Context: an optimization exercise on an open-source flow, tuned for small area and a short achievable clock period. The choices shown serve that exercise and are no tape-out recipe.
Only simulation tests tie the RTL to the original design; equivalence was not proved.
Power is estimated from default activity; no workload was simulated.

==> flow/design.v <==
module lru_predec #(
  parameter W = 5
)(
  input  logic [W-1:0] sel_idx,
  output logic [3:0]   lo,       
  output logic [7:0]   hi        
);
  for (genvar i = 0; i < 4; i++) begin : g_lo
    assign lo[i] = (sel_idx[1:0] == i);
  end
  for (genvar i = 0; i < 8; i++) begin : g_hi
    assign hi[i] = (sel_idx[4:2] == i);
  end
endmodule
module lru_selgate #(
  parameter N = 32
)(
  input  logic [3:0]   lo,
  input  logic [7:0]   hi,
  output logic [N-1:0] sel_n
);
  for (genvar i = 0; i < N; i++) begin : g_sel
    assign sel_n[i] = ~(lo[i%4] & hi[i/4]);
  end
endmodule
module lru_stn (
  input  logic       ls_valid_i,
  input  logic [1:0] ls_op_i,
  output logic       st_n
);
  assign st_n = ~(ls_valid_i & ls_op_i[1] & ~ls_op_i[0]);
endmodule
module lru_outgate #(
  parameter N = 32
)(
  input  logic         st_n,
  input  logic [N-1:0] sel_n,
  output logic [N-1:0] lru_way_o
);
  assign lru_way_o = ~(sel_n | {N{st_n}});
endmodule
module lru_free #(
  parameter N = 32,
  parameter W = 5
)(
  input  logic [N-1:0] valid,
  output logic         full,
  output logic [W-1:0] ff_idx
);
  logic [N:0]   all_below;    
  logic [N-1:0] first_free;
  always_comb begin
    for (int i = 0; i <= N; i++) begin
      all_below[i] = 1'b1;
      for (int j = 0; j < i; j++)
        all_below[i] = all_below[i] & valid[j];
    end
  end
  assign full = all_below[N];
  for (genvar i = 0; i < N; i++) begin : g_ff
    assign first_free[i] = ~valid[i] & all_below[i];
  end
  always_comb begin
    ff_idx = '0;
    for (int i = 0; i < N; i++)
      ff_idx = ff_idx | (i[W-1:0] & {W{first_free[i]}});
  end
endmodule
module lru_move #(
  parameter N = 32,
  parameter W = 5
)(
  input  logic [N*W-1:0] slots,
  input  logic [W-1:0]   use_idx,
  input  logic           act,
  output logic [N-1:0]   move
);
  logic [N-1:0] hit;
  for (genvar k = 0; k < N; k++) begin : g_hit
    assign hit[k] = (slots[k*W +: W] == use_idx);
  end
  always_comb begin
    for (int k = 0; k < N; k++) begin
      move[k] = act;
      for (int j = 0; j < k; j++)
        move[k] = move[k] & ~hit[j];
    end
  end
endmodule
module lru #(
  parameter NUM_WAYS = 32
)(
  input   logic                         clk,
  input   logic                         reset,
  input   logic                         ls_valid_i,
  input   logic [1:0]                   ls_op_i,
  input   logic [$clog2(NUM_WAYS)-1:0]  ls_way_i,
  output  logic                         lru_valid_o,
  output  logic [NUM_WAYS-1:0]          lru_way_o
);
  localparam W = $clog2(NUM_WAYS);
  logic st, inv, act;
  assign st  = ls_valid_i &  ls_op_i[1] & ~ls_op_i[0];
  assign inv = ls_valid_i &  ls_op_i[1] &  ls_op_i[0];
  assign act = ls_valid_i & (ls_op_i[1] ^ ls_op_i[0]);
  logic [NUM_WAYS-1:0]   valid_q;    
  logic [NUM_WAYS*W-1:0] slot_q;     
  logic [W-1:0]          ff_q;
  logic                  full_q;
  logic [W-1:0] sel_idx;
  assign sel_idx = full_q ? slot_q[(NUM_WAYS-1)*W +: W] : ff_q;
  logic [3:0]          sel_lo;
  logic [7:0]          sel_hi;
  logic [NUM_WAYS-1:0] sel_n;
  logic [3:0]          st_n;       
  lru_predec #(.W(W)) u_predec (.sel_idx(sel_idx), .lo(sel_lo), .hi(sel_hi));
  lru_selgate #(.N(NUM_WAYS)) u_selgate (.lo(sel_lo), .hi(sel_hi), .sel_n(sel_n));
  for (genvar c = 0; c < 4; c++) begin : g_st
    lru_stn u_stn (.ls_valid_i(ls_valid_i), .ls_op_i(ls_op_i), .st_n(st_n[c]));
    lru_outgate #(.N(NUM_WAYS/4)) u_outgate (
      .st_n(st_n[c]), .sel_n(sel_n[c*NUM_WAYS/4 +: NUM_WAYS/4]),
      .lru_way_o(lru_way_o[c*NUM_WAYS/4 +: NUM_WAYS/4])
    );
  end
  assign lru_valid_o = st;
  logic [W-1:0]        use_idx;
  logic [NUM_WAYS-1:0] move;
  assign use_idx = ls_op_i[0] ? ls_way_i : sel_idx;
  lru_move #(.N(NUM_WAYS), .W(W)) u_move (
    .slots(slot_q), .use_idx(use_idx), .act(act), .move(move)
  );
  always_ff @(posedge clk) begin
    if (move[0])
      slot_q[0 +: W] <= use_idx;
    for (int k = 1; k < NUM_WAYS; k++)
      if (move[k])
        slot_q[k*W +: W] <= slot_q[(k-1)*W +: W];
  end
  logic [NUM_WAYS-1:0] valid_d;
  logic                full_d;
  logic [W-1:0]        ff_d;
  for (genvar i = 0; i < NUM_WAYS; i++) begin : g_valid
    assign valid_d[i] = (inv & (ls_way_i == i)) ? 1'b0 : (valid_q[i] | lru_way_o[i]);
  end
  lru_free #(.N(NUM_WAYS), .W(W)) u_free (
    .valid(valid_d), .full(full_d), .ff_idx(ff_d)
  );
  always_ff @(posedge clk or posedge reset) begin
    if (reset) begin
      valid_q <= '0;
      ff_q    <= '0;
      full_q  <= 1'b0;
    end else begin
      valid_q <= valid_d;
      ff_q    <= ff_d;
      full_q  <= full_d;
    end
  end
endmodule
Settings: LEC_CHECK=0, CAP_MARGIN=20, CORE_MARGIN=2, CORE_UTILIZATION=30, CTS_BUF_LIST=sky130_fd_sc_hd__clkbuf_8, SETUP_SLACK_MARGIN=3.45, SLEW_MARGIN=20, SYNTH_HIERARCHICAL=1, SYNTH_MINIMUM_KEEP_SIZE=0; clock period 7.5 ns.
standard.sh (not shown) runs the stock make flow with config.mk's settings and CLKGATE_MAP_FILE= SYNTH_SCRIPT=/design/flow/synth_recipe.tcl, a recipe that flattens the netlist after the stock synthesis.
==> flow/flow/run.sh <==
#!/bin/bash
# Standard layout (standard.sh), with slow many-input cells (or4, nor4, or3,
# nor3, a2111, ...) kept out of synthesis and repair in addition to the
# platform's own don't-use list. dont_use.txt holds the platform's list
# followed by the added cells; extra_vars.txt holds further ORFS make
# variables. standard.sh's make output goes to standard.log.
set -euo pipefail
here=$(cd "$(dirname "$0")" && pwd)
cells=$(tr '\n' ' ' < "$here/dont_use.txt")
read -r -a extra < "$here/extra_vars.txt" || true
bash standard.sh "DONT_USE_CELLS=$cells" "${extra[@]}" finish > standard.log 2>&1
Other scripts of this flow, unchanged in this note and not shown: flow/flow/dont_use.txt, flow/flow/extra_vars.txt
The baseline ran to the end with no violations.
Change:
CORE_UTILIZATION = 45   (was 30)
SETUP_SLACK_MARGIN = 3.7   (was 3.45)
After rerunning:
- critical path depth rises by 1
- flip-flop and latch count does not change
- hold slack gets better by 0.010 ns
- combinational power increases by a little under a tenth
- register-to-register slack gets better by 0.07 ns
- final area rose slightly
- worst setup slack is better by 0.26 ns
- utilization is higher by 18 points
- non-clock buffer count climbs by 21
- area after synthesis stays the same
Change:
CORE_UTILIZATION = 30   (was 45)
SETUP_SLACK_MARGIN = 3.8   (was 3.7)
The changed run completed with no timing, DRC or antenna violations.
Register-to-register slack gets worse by 0.04 ns.
Clock-buffer cell count stays the same.
Final area rises by 6.0%.
Synthesized area does not change.
Clock power falls by 11%.
Core utilization falls by 15 points.
Hold slack gets worse by 0.0062 ns.
Global-route usage falls by 6.8 points.
Change:
SETUP_SLACK_MARGIN = 3.3   (was 3.8)
The new run went through all stages and came out clean.
Final area went down by about 7.5%.
Die area stays the same.
Global-route usage goes down by 1.8 points.
Worst setup slack degrades by 0.38 ns.
Power fell by about 4%.
Count of clock-buffer cells in the layout does not change.
Area after synthesis does not change.
Synthesized cell count does not change.
Cell count went down by 2.7%.
Core utilization went down by 2.8 points.

========
Setup of try-juniper:
Starts from the design.v that is shown in full above.
==> flow/config.mk <==
export PLATFORM = sky130hd
export DESIGN_NAME = lru
export DESIGN_NICKNAME = lru
export VERILOG_FILES = /design/flow/design.v
export SDC_FILE = /design/flow/constraint.sdc
export NUM_CORES = 4
export LEC_CHECK = 0
export CAP_MARGIN = 20
export CORE_MARGIN = 2
export CORE_UTILIZATION = 30
export CTS_BUF_LIST = sky130_fd_sc_hd__clkbuf_8
export SETUP_SLACK_MARGIN = 3.9
export SLEW_MARGIN = 20
export SYNTH_HIERARCHICAL = 1
export SYNTH_MINIMUM_KEEP_SIZE = 0
==> flow/constraint.sdc <==
create_clock -name core_clock -period 7.5 [get_ports {clk}]
set_input_delay 1.5000 -clock core_clock [delete_from_list [all_inputs] [get_ports {clk}]]
set_output_delay 1.5000 -clock core_clock [all_outputs]
set_load 0.01 [all_outputs]
Scripts as last shown in full above: flow/flow/run.sh
Other scripts of this flow, unchanged in this note and not shown: flow/flow/dont_use.txt, flow/flow/extra_vars.txt
Having completed the whole flow, try-juniper delivered a layout that passed the timing, DRC and antenna checks.
[inputs] try-raven vs try-juniper
- CORE_UTILIZATION changed from 30 to 45
- SETUP_SLACK_MARGIN changed from 3.9 to 3.7
diff --git a/flow/flow/run.sh b/flow/flow/run.sh
--- a/flow/flow/run.sh
+++ b/flow/flow/run.sh
@@ -5,3 +5,4 @@
 # followed by the added cells; extra_vars.txt holds further ORFS make
-# variables. standard.sh's make output goes to standard.log.
+# variables. Synthesis runs my_synth.tcl: the standard flow's synthesis script with ABC
+# run by abc_nobuf.script. standard.sh's make output goes to standard.log.
 set -euo pipefail
@@ -10,2 +11,2 @@
 read -r -a extra < "$here/extra_vars.txt" || true
-bash standard.sh "DONT_USE_CELLS=$cells" "${extra[@]}" finish > standard.log 2>&1
+bash standard.sh "DONT_USE_CELLS=$cells" "SYNTH_SCRIPT=$here/my_synth.tcl" "${extra[@]}" finish > standard.log 2>&1
==> flow/flow/abc_nobuf.script (new file) <==
&get -n
&st
&dch
&nf
&st
&syn2
&if -g -K 6
&synch2
&nf
&st
&syn2
&if -g -K 6
&synch2
&nf
&st
&syn2
&if -g -K 6
&synch2
&nf
&st
&syn2
&if -g -K 6
&synch2
&nf
&st
&syn2
&if -g -K 6
&synch2
&nf
&put
topo
stime -c
==> flow/flow/my_synth.tcl (new file) <==
# The standard flow's synthesis script, with ABC run by a script of our own: the speed
# script without ABC's own buffering and gate sizing (OpenROAD sizes and
# buffers later).
set ::my_abc_script [file join [file dirname [info script]] abc_nobuf.script]
trace add variable ::abc_args write {apply {{n1 n2 op} {
  set i [lsearch -exact $::abc_args -script]
  if {$i >= 0 && [lindex $::abc_args [expr {$i+1}]] ne $::my_abc_script} {
    lset ::abc_args [expr {$i+1}] $::my_abc_script
  }
}}}
proc synth {args} { yosys synth -nofsm -noshare {*}$args }
source $::env(SCRIPTS_DIR)/synth.tcl
# left out here: clear keep_hierarchy, flatten, clean up, hide names made inside functions, write 1_2_yosys.v
## What came out
- Every stage of the flow completed for try-raven, and the final layout passed the timing, DRC and antenna checks.
- try-raven: path depth of the worst reg2reg path 1 below try-juniper
- Compared with try-juniper, try-raven is more frugal on power.
- try-raven: worst setup slack lower than try-juniper
- try-raven against try-juniper: pin slew with the least headroom to its limit up 0.048 ns; number of instances in the synthesized netlist down 38.
For try-pepper, these inputs were changed with respect to try-raven:
- CORE_UTILIZATION changed from 45 to 30
==> flow/flow/run.sh <==
#!/bin/bash
# Standard layout (standard.sh), with slow many-input cells (or4, nor4, or3,
# nor3, a2111, ...) kept out of synthesis and repair in addition to the
# platform's own don't-use list. dont_use.txt holds the platform's list
# followed by the added cells; extra_vars.txt holds further ORFS make
# variables. standard.sh's make output goes to standard.log.
set -euo pipefail
here=$(cd "$(dirname "$0")" && pwd)
cells=$(tr '\n' ' ' < "$here/dont_use.txt")
read -r -a extra < "$here/extra_vars.txt" || true
bash standard.sh "DONT_USE_CELLS=$cells" "${extra[@]}" finish > standard.log 2>&1
removed: flow/flow/abc_nobuf.script
removed: flow/flow/my_synth.tcl
## What came out
- try-pepper: all stages complete, timing, DRC and antenna checks passed
- Delta (try-pepper minus try-raven): portion of the layout cell area used by clock cells now sits lower; worst setup slack grew by 0.0050 ns; overall routing resource usage shrank by 7.4 points; clock power decreased by 14% relative to the old numbers; logic gate share of total power held.
- Delta (try-pepper minus try-raven): post-CTS clock slew at the launch and capture registers of the worst setup and hold paths barely changed, post-route cell area dropped about 0.9%.
- From try-raven to try-pepper the numbers moved as follows: final period utilization ~0 delta; vertical die dimension grew by 25%.
- Looking at sequential share of the synthesized area across try-pepper and try-raven, the one that comes out higher is try-raven.
For try-sierra, these inputs were changed with respect to try-pepper:
- CTS_BUF_LIST removed (was sky130_fd_sc_hd__clkbuf_8)
- SETUP_SLACK_MARGIN changed from 3.7 to 3.9
More vias were needed by try-sierra than by try-pepper. try-sierra ended up with more standard cells than try-pepper. In the reports for try-pepper and try-sierra, the smaller worst hold slack after final layout belongs to try-sierra.
Inputs modified between try-sierra and try-ember:
- CTS_BUF_LIST: unset -> sky130_fd_sc_hd__clkbuf_8
- SETUP_SLACK_MARGIN: 3.9 -> 3.6
[summary]
- Number of filler instances in the final layout, try-ember vs try-sierra: up by a few percent
- Diff try-ember..try-sierra | simple logic cell fraction of the synthesized area | unchanged
- Cell area after synthesis across try-ember and try-sierra: no real change.
- Fraction of power consumed by the clock network, try-ember and try-sierra: higher on try-sierra

==> afterwards: timing with drivers on the ports <==
Ports are ideal in the flow. The routed layouts listed here were re-timed in OpenROAD.
Step 1 sets driving cells, clkbuf_16 on the clock port and buf_2 on the other inputs (assumed; they add their load-dependent delay and slew).
Step 2 adds t to the input delays and takes it off the output delays; t is the mean of the earliest and latest rising clock arrival at the registers after step 1. Input paths then give back, and output paths get back, about the clock's delay inside the block.
Slacks: no drivers / after step 1 / after step 2; pairs: no drivers / after step 1.
run	t, ns	slack for setup (ns)	slew at the worst register clock pin (ns)
the first run of note 1	0.508	3.471 / 3.449 / 3.075	0.11 / 0.11
the second run of note 1	0.510	3.732 / 3.632 / 3.256	0.11 / 0.11
the third run of note 1	0.517	3.772 / 3.676 / 3.279	0.11 / 0.11
the fourth run of note 1	0.502	3.391 / 3.369 / 2.935	0.11 / 0.11
try-juniper	0.505	3.715 / 3.654 / 3.227	0.11 / 0.11
try-raven	0.496	3.699 / 3.597 / 3.217	0.10 / 0.10
try-pepper	0.504	3.704 / 3.618 / 3.321	0.10 / 0.10
try-sierra	0.481	3.713 / 3.652 / 3.319	0.07 / 0.07
try-ember	0.498	3.630 / 3.594 / 3.175	0.11 / 0.11
After both steps every run listed still meets setup and hold. The setup slack of the third run of note 1, which loses most, moves by -0.096 ns with the drivers and by -0.493 ns with both steps.
